Context: an optimization exercise on an open-source flow, tuned for small area. The choices shown serve that exercise and are no tape-out recipe. Function was checked by simulation only, so behaviour that the tests miss may differ from the original. The flow treats the clock pin as an ideal source, which a real chip does not have. No activity file was given, so power comes from the tool's default toggle rates.

Design System, start of the top module:
module System(
	clk,
	rst,
	mbed,
	select,
	GreenBlueServoOut,
	RedServoOut,
	BinRecycleServoOut,
	RedBlueServoOut,
	GreenOtherServoOut,
	dispenseBlueLED,
	dispenseComplete,
	dispenseGreenLED,
	dispenseRedLED,
	mainState,
	mbedOutput,
	results,
	sortBlueLED,
	sortComplete,
	sortGreenLED,
	sortRedLED
);
Size: about 820 cells after synthesis, ~180 flip-flops, about 34 I/O pins.
==> flow/config.mk <==
export PLATFORM = sky130hd
export DESIGN_NAME = System
export DESIGN_NICKNAME = System
export VERILOG_FILES = /design/flow/design.v
export SDC_FILE = /design/flow/constraint.sdc
export NUM_CORES = 4
export LEC_CHECK = 0
export CAP_MARGIN = 20
export CORE_MARGIN = 2
export CORE_UTILIZATION = 60
export SLEW_MARGIN = 20
==> flow/constraint.sdc <==
create_clock -name core_clock -period 10.0 [get_ports {clk}]
set_input_delay 2.0000 -clock core_clock [delete_from_list [all_inputs] [get_ports {clk}]]
set_output_delay 2.0000 -clock core_clock [all_outputs]
set_load 0.01 [all_outputs]
standard.sh (not shown) runs the stock make flow with config.mk's settings and CLKGATE_MAP_FILE= SYNTH_SCRIPT=/design/flow/synth_recipe.tcl, a recipe that flattens the netlist after the stock synthesis.
==> flow/flow/run.sh <==
#!/bin/bash
# Own layout flow: the standard ORFS flow (standard.sh, unchanged synthesis),
# with smaller port buffers, a clock tree without dummy loads built from
# clkbuf_4, and the leaf buffers whose clock pins see a slow slew upsized
# to clkbuf_8 (flow/post_cts.tcl, run at the end of the cts step).
set -euo pipefail
export BUFFER_PORTS_ARGS="-buffer_cell sky130_fd_sc_hd__buf_1"
export CTS_ARGS="-sink_clustering_enable -repair_clock_nets -dont_use_dummy_load -root_buf sky130_fd_sc_hd__clkbuf_4 -buf_list sky130_fd_sc_hd__clkbuf_4"
export RECOVER_POWER=100
export POST_CTS_TCL="$PWD/flow/post_cts.tcl"
bash standard.sh synth     > log_1_synth.log     2>&1
bash standard.sh floorplan > log_2_floorplan.log 2>&1
bash standard.sh place     > log_3_place.log     2>&1
bash standard.sh cts       > log_4_cts.log       2>&1
bash standard.sh route     > log_5_route.log     2>&1
bash standard.sh finish    > log_6_finish.log    2>&1
==> flow/flow/post_cts.tcl <==
proc fix_clock_leaf_slew { limit } {
  estimate_parasitics -placement
  set n 0
  foreach inst [[ord::get_db_block] getInsts] {
    set m [[$inst getMaster] getName]
    if { $m ne "sky130_fd_sc_hd__clkbuf_4" } { continue }
    set worst 0.0
    foreach it [$inst getITerms] {
      if { ![$it isOutputSignal] } { continue }
      set net [$it getNet]
      if { $net eq "NULL" } { continue }
      foreach sink [$net getITerms] {
        if { [$sink isOutputSignal] } { continue }
        set pin [get_pins [[$sink getInst] getName]/[[$sink getMTerm] getName]]
        set s [get_property $pin slew_max]
        if { $s > $worst } { set worst $s }
      }
    }
    if { $worst > $limit } {
      replace_cell [get_cells [$inst getName]] sky130_fd_sc_hd__clkbuf_8
      incr n
    }
  }
  puts "fix_clock_leaf_slew: upsized $n clock buffers"
  return $n
}

fix_clock_leaf_slew 0.100
set result [catch { detailed_placement } msg]
if { $result != 0 } { error "Detailed placement failed after clock buffer upsizing: $msg" }
check_placement -verbose
The starting point completed and failed the layout checks on max-capacitance violations, max-slew violations.
Next try:
--- a/flow/flow/run.sh
+++ b/flow/flow/run.sh
@@ -8,3 +8,2 @@
 export CTS_ARGS="-sink_clustering_enable -repair_clock_nets -dont_use_dummy_load -root_buf sky130_fd_sc_hd__clkbuf_4 -buf_list sky130_fd_sc_hd__clkbuf_4"
-export RECOVER_POWER=100
 export POST_CTS_TCL="$PWD/flow/post_cts.tcl"
With this change the flow went through all stages and came out clean.
Combinational power went up slightly.
Wire length is about the same.
Worst setup slack gains 0.84 ns.
Power stays flat.
Clock skew stays flat.
Design area hardly moves.
Next try:
--- a/flow/config.mk
+++ b/flow/config.mk
@@ -9,3 +9,4 @@
 export CORE_MARGIN = 2
-export CORE_UTILIZATION = 60
+export CORE_UTILIZATION = 75
+export PLACE_DENSITY = 0.9
 export SLEW_MARGIN = 20
After rerunning:
- The changed run finished with timing, DRC and antenna clean
- clock power decreases by a few percent
- wire length increases by a few percent
- die area decreases by about a fifth
- count of clock-buffer cells in the layout does not change
- design area decreases slightly
- combinational power is about the same
- non-clock buffer count stays the same

[what the ideal ports hide]
No port has a modelled driver above. Below, the same layouts with a new extraction and two added sets of constraints.
Step 1 (the two cells are an assumption about what drives the block):
set clk [get_ports {clk}]
set_driving_cell -lib_cell sky130_fd_sc_hd__clkbuf_16 $clk
set_driving_cell -lib_cell sky130_fd_sc_hd__buf_2 [delete_from_list [all_inputs] $clk]
Step 2 also shifts input and output timing later by t, the mid clock arrival at the registers, as if the neighbouring blocks saw the same clock.
Three values: ideal ports, drivers, drivers and shift; two values: the first two.
| run | t, ns | setup WS [ns] | worst setup path at the end |
|---|---|---|---|
| the first run | 0.470 | 3.349 / 3.364 / 2.894 | input to register |
| the second run | 0.472 | 4.190 / 4.205 / 3.733 | input to register |
| the third run | 0.471 | 4.112 / 4.126 / 3.655 | input to register |
